Source: an optimization exercise on an open RTL-to-GDS flow (aim: small area). Production flows keep margins and buffers that such runs may drop. In this exercise RTL edits were held to simulation tests only and were not proved equivalent to the original.

==> inputs of maple <==
// synapse
module synapse #(
    parameter DW = 16, T_DW = 4
)(
    input wire clk,
    input wire rst,
    input wire en,
    input wire [DW - 1 : 0] weights_w,
    input wire write_enable,
    output reg [DW - 1 : 0] weights_r,
    input wire read_enable,
    input wire [7:0] pre_spiking,
    output reg signed [DW - 1 : 0] spking_value,
    output reg post_en,
    input wire update_en,
    input wire signed [DW - 1 : 0] learning_rate
    );
==> flow/config.mk <==
export PLATFORM = sky130hd
export DESIGN_NAME = synapse
export DESIGN_NICKNAME = synapse
export VERILOG_FILES = /design/flow/design.v
export SDC_FILE = /design/flow/constraint.sdc
export NUM_CORES = 4
export LEC_CHECK = 0
export CAP_MARGIN = 20
export CORE_MARGIN = 2
export CORE_UTILIZATION = 65
export SLEW_MARGIN = 20
export SYNTH_HIERARCHICAL = 1
export SYNTH_MINIMUM_KEEP_SIZE = 0
==> flow/constraint.sdc <==
create_clock -name core_clock -period 14.0 [get_ports {clk}]
set_input_delay 2.8000 -clock core_clock [delete_from_list [all_inputs] [get_ports {clk}]]
set_output_delay 2.8000 -clock core_clock [all_outputs]
set_load 0.01 [all_outputs]
run.sh (not shown) runs the stock make flow with config.mk's settings and CLKGATE_MAP_FILE= SYNTH_SCRIPT=/design/flow/synth_recipe.tcl, a recipe that flattens the netlist after the stock synthesis.
==> fjord: changes against maple <==
==> flow/flow/run.sh (new file) <==
#!/bin/bash
# The standard layout, with the port buffers made from the smallest
# buffer cell instead of the default one.
set -euo pipefail
bash standard.sh "BUFFER_PORTS_ARGS=-buffer_cell sky130_fd_sc_hd__buf_1" finish > standard.log 2>&1
==> flow/standard.sh (new file) <==
#!/bin/bash
# synth_recipe.tcl (not shown) runs the flow's synth.tcl, then flattens the netlist and writes it again
# the make line also repeats each setting of config.mk as NAME=value (left out here)
make -C /OpenROAD-flow-scripts/flow DESIGN_CONFIG=/design/flow/config.mk WORK_HOME=/design/flow/orfs CLKGATE_MAP_FILE= SYNTH_SCRIPT=/design/flow/synth_recipe.tcl "${@:-finish}"
removed: flow/run.sh
==> qor summary <==
| item | fjord | maple |
|---|---|---|
| Run status | no timing/DRC/antenna violations | no timing/DRC/antenna violations |
| Final core utilization | 71.3% | 73.1% |
| Worst hold slack after final layout | 0.480 ns | 0.483 ns |
| GR met2 Demand/Resource | 50.8% | 50.8% |
| Sequential portion of the cell area | 19.3% | 18.8% |
| Time the worst path needs with I/O delays and setup | 13.49 ns | 13.61 ns |
| Area Overhead vs Synth | 7.42% | 10.1% |
| # Post-CTS Setup Buffers | 0 | 1 |
| Met1 Resource Use GR | 45.0% | 44.5% |
| Clock buf count | 17 | 18 |
| Fraction of area in multi-input gates | 71.5% | 69.9% |
| Final net count | 2,176 | 2,174 |
| Met3 layer wire length in the routed design | 2950 µm | 3120 µm |
| Number of filler cells placed in the layout | 2,083 | 1,956 |
| Clock distribution area overhead in the final layout | 3.26% | 3.16% |
| Vias per cell | 5.83 | 5.88 |
| Least-Margin Pin Slew | 1.11 ns | 1.08 ns |
| Maximum clock frequency | 74.1 MHz | 73.5 MHz |

==> juniper: inputs <==
Another version of the RTL of synapse (not shown whole).
==> flow/design.v (excerpt) <==
module synapse #(
    parameter DW = 16, T_DW = 4
)(
    input wire clk,
    input wire rst,
    input wire en,
    input wire [DW - 1 : 0] weights_w,
    input wire write_enable,
    output reg [DW - 1 : 0] weights_r,
    input wire read_enable,
    input wire [7:0] pre_spiking,
    output reg signed [DW - 1 : 0] spking_value,
    output reg post_en,
    input wire update_en,
    input wire signed [DW - 1 : 0] learning_rate
    );
    localparam IDLE = 2'b00, FORWARD = 2'b01, COMPUTE = 2'b10, UPDATE = 2'b11;
    reg [1:0] fsm_state;
    reg compute_finish, delay_for_mul1, delay_for_mul2;
    reg cordic_temp, cordic_init;
    reg [3:0] pre_trace, pre_trace_temp;
    reg [15:0] weights;
    wire in_compute = (fsm_state == COMPUTE);
    wire in_update  = (fsm_state == UPDATE);
    wire spike = |pre_spiking;
    always @(posedge clk)
        if (rst) fsm_state <= IDLE;
        else if (en) case (fsm_state)
            IDLE:    fsm_state <= FORWARD;
            FORWARD: if (update_en) fsm_state <= COMPUTE;
            COMPUTE: if (compute_finish) fsm_state <= UPDATE;
  ...
Settings: LEC_CHECK=0, CAP_MARGIN=20, CORE_MARGIN=2, CORE_UTILIZATION=80, SLEW_MARGIN=20, SYNTH_HIERARCHICAL=1, SYNTH_MINIMUM_KEEP_SIZE=0; clock period 14.0 ns.
standard.sh (not shown) runs the stock make flow with config.mk's settings and CLKGATE_MAP_FILE= SYNTH_SCRIPT=/design/flow/synth_recipe.tcl, a recipe that flattens the netlist after the stock synthesis.
==> flow/flow/run.sh <==
#!/bin/bash
# The standard layout, with the port buffers made from the smallest
# buffer cell instead of the default one.
set -euo pipefail
bash standard.sh "BUFFER_PORTS_ARGS=-buffer_cell sky130_fd_sc_hd__buf_1" finish > standard.log 2>&1
==> pepper: changes against juniper <==
--- a/flow/config.mk
+++ b/flow/config.mk
@@ -7,7 +7,7 @@
 export LEC_CHECK = 0
 export CAP_MARGIN = 20
 export CORE_MARGIN = 2
-export CORE_UTILIZATION = 80
+export CORE_UTILIZATION = 65
 export SLEW_MARGIN = 20
 export SYNTH_HIERARCHICAL = 1
 export SYNTH_MINIMUM_KEEP_SIZE = 0
==> run summary <==
Wirelength per Cell=20.7 um; hold_ws=463 ps; Core Rows=around 60; Final Worst Setup Slack=372 ps; Crit. Startpoint=y1[2]; Tmin final=approximately 14,000 ps; first-pass GRT wire length=72.4 mm; fraction of area in multi-input gates=between 70% and 80%; number of global-route vias before repair=13,200; area of the multi-input gates=14,300 um2; Initial Util=around 66%; sequential cell area=3730 um2; outcome=complete, no violations; Cell Area, Placed=19,100 um2; detailed placement HPWL=33.7 mm; worst r2r src=y1[2]; vias per inst=approximately 6
-- figures above: pepper

==> run summary <==
outcome=complete, no violations; vias per inst=6.76; Wirelength per Cell=23.4 um; Crit. Startpoint=y1[1]; area of the multi-input gates=around 14,000 um2; worst r2r src=y1[1]; number of global-route vias before repair=14,700; Initial Util=81.7%; Tmin final=13,810 ps
-- figures above: juniper


==> job 591: inputs <==
Another version of the RTL of synapse (not shown whole).
==> flow/config.mk <==
export PLATFORM = sky130hd
export DESIGN_NAME = synapse
export DESIGN_NICKNAME = synapse
export VERILOG_FILES = /design/flow/design.v
export SDC_FILE = /design/flow/constraint.sdc
export NUM_CORES = 4
export LEC_CHECK = 0
export CAP_MARGIN = 20
export CORE_MARGIN = 2
export CORE_UTILIZATION = 75
export SLEW_MARGIN = 20
export SYNTH_HIERARCHICAL = 1
export SYNTH_MINIMUM_KEEP_SIZE = 0
==> flow/constraint.sdc <==
create_clock -name core_clock -period 14.0 [get_ports {clk}]
set_input_delay 2.8000 -clock core_clock [delete_from_list [all_inputs] [get_ports {clk}]]
set_output_delay 2.8000 -clock core_clock [all_outputs]
set_load 0.01 [all_outputs]
Scripts as last shown in full above: flow/flow/run.sh
==> inputs of job 2197, as changes to job 591 <==
Settings changed: CORE_UTILIZATION 75 to 65.
==> inputs of job 8356, as changes to job 591 <==
Settings changed: CAP_MARGIN 20 to 0, CORE_UTILIZATION 75 to 65, SLEW_MARGIN 20 to 0.
==> comparison <==
- Clock-buffer cell count is the same in job 2197 and job 591.
- Maximum frequency: job 591 < job 8356 < job 2197.
- Job 591 went through all stages and came out clean. Job 8356 produced a clean layout. Job 2197 passed the timing, design-rule and antenna checks.
- Sequential cell count is the same in job 8356 and job 2197.

## re-timing with driven ports
The results above use ideal ports. As a check the final layouts listed here were re-extracted and re-timed, cells and wires unchanged.
Step 1 assumes that a clkbuf_16 drives the clock port and a buf_2 every other input.
Step 2, shift: input delay + t, output delay - t, t = (earliest + latest rising clock arrival at the registers) / 2. This alone moves slack from input paths to output paths.
a / b / c = ideal ports / drivers / drivers and shift; a / b = the first two.
| run | t, ns | slack for setup (ns) | pins driven straight from the clock port |
|---|---|---|---|
| maple | 0.499 | 0.392 / 0.392 / 0.392 | 1 |
| fjord | 0.496 | 0.508 / 0.508 / 0.508 | 1 |
| juniper | 0.500 | 0.190 / 0.190 / 0.190 | 1 |
| pepper | 0.514 | 0.372 / 0.372 / 0.372 | 1 |
| job 591 | 0.498 | 0.387 / 0.387 / 0.387 | 1 |
| job 2197 | 0.510 | 0.514 / 0.514 / 0.514 | 1 |
| job 8356 | 0.514 | 0.509 / 0.509 / 0.509 | 1 |
After both steps every run listed still meets setup and hold.
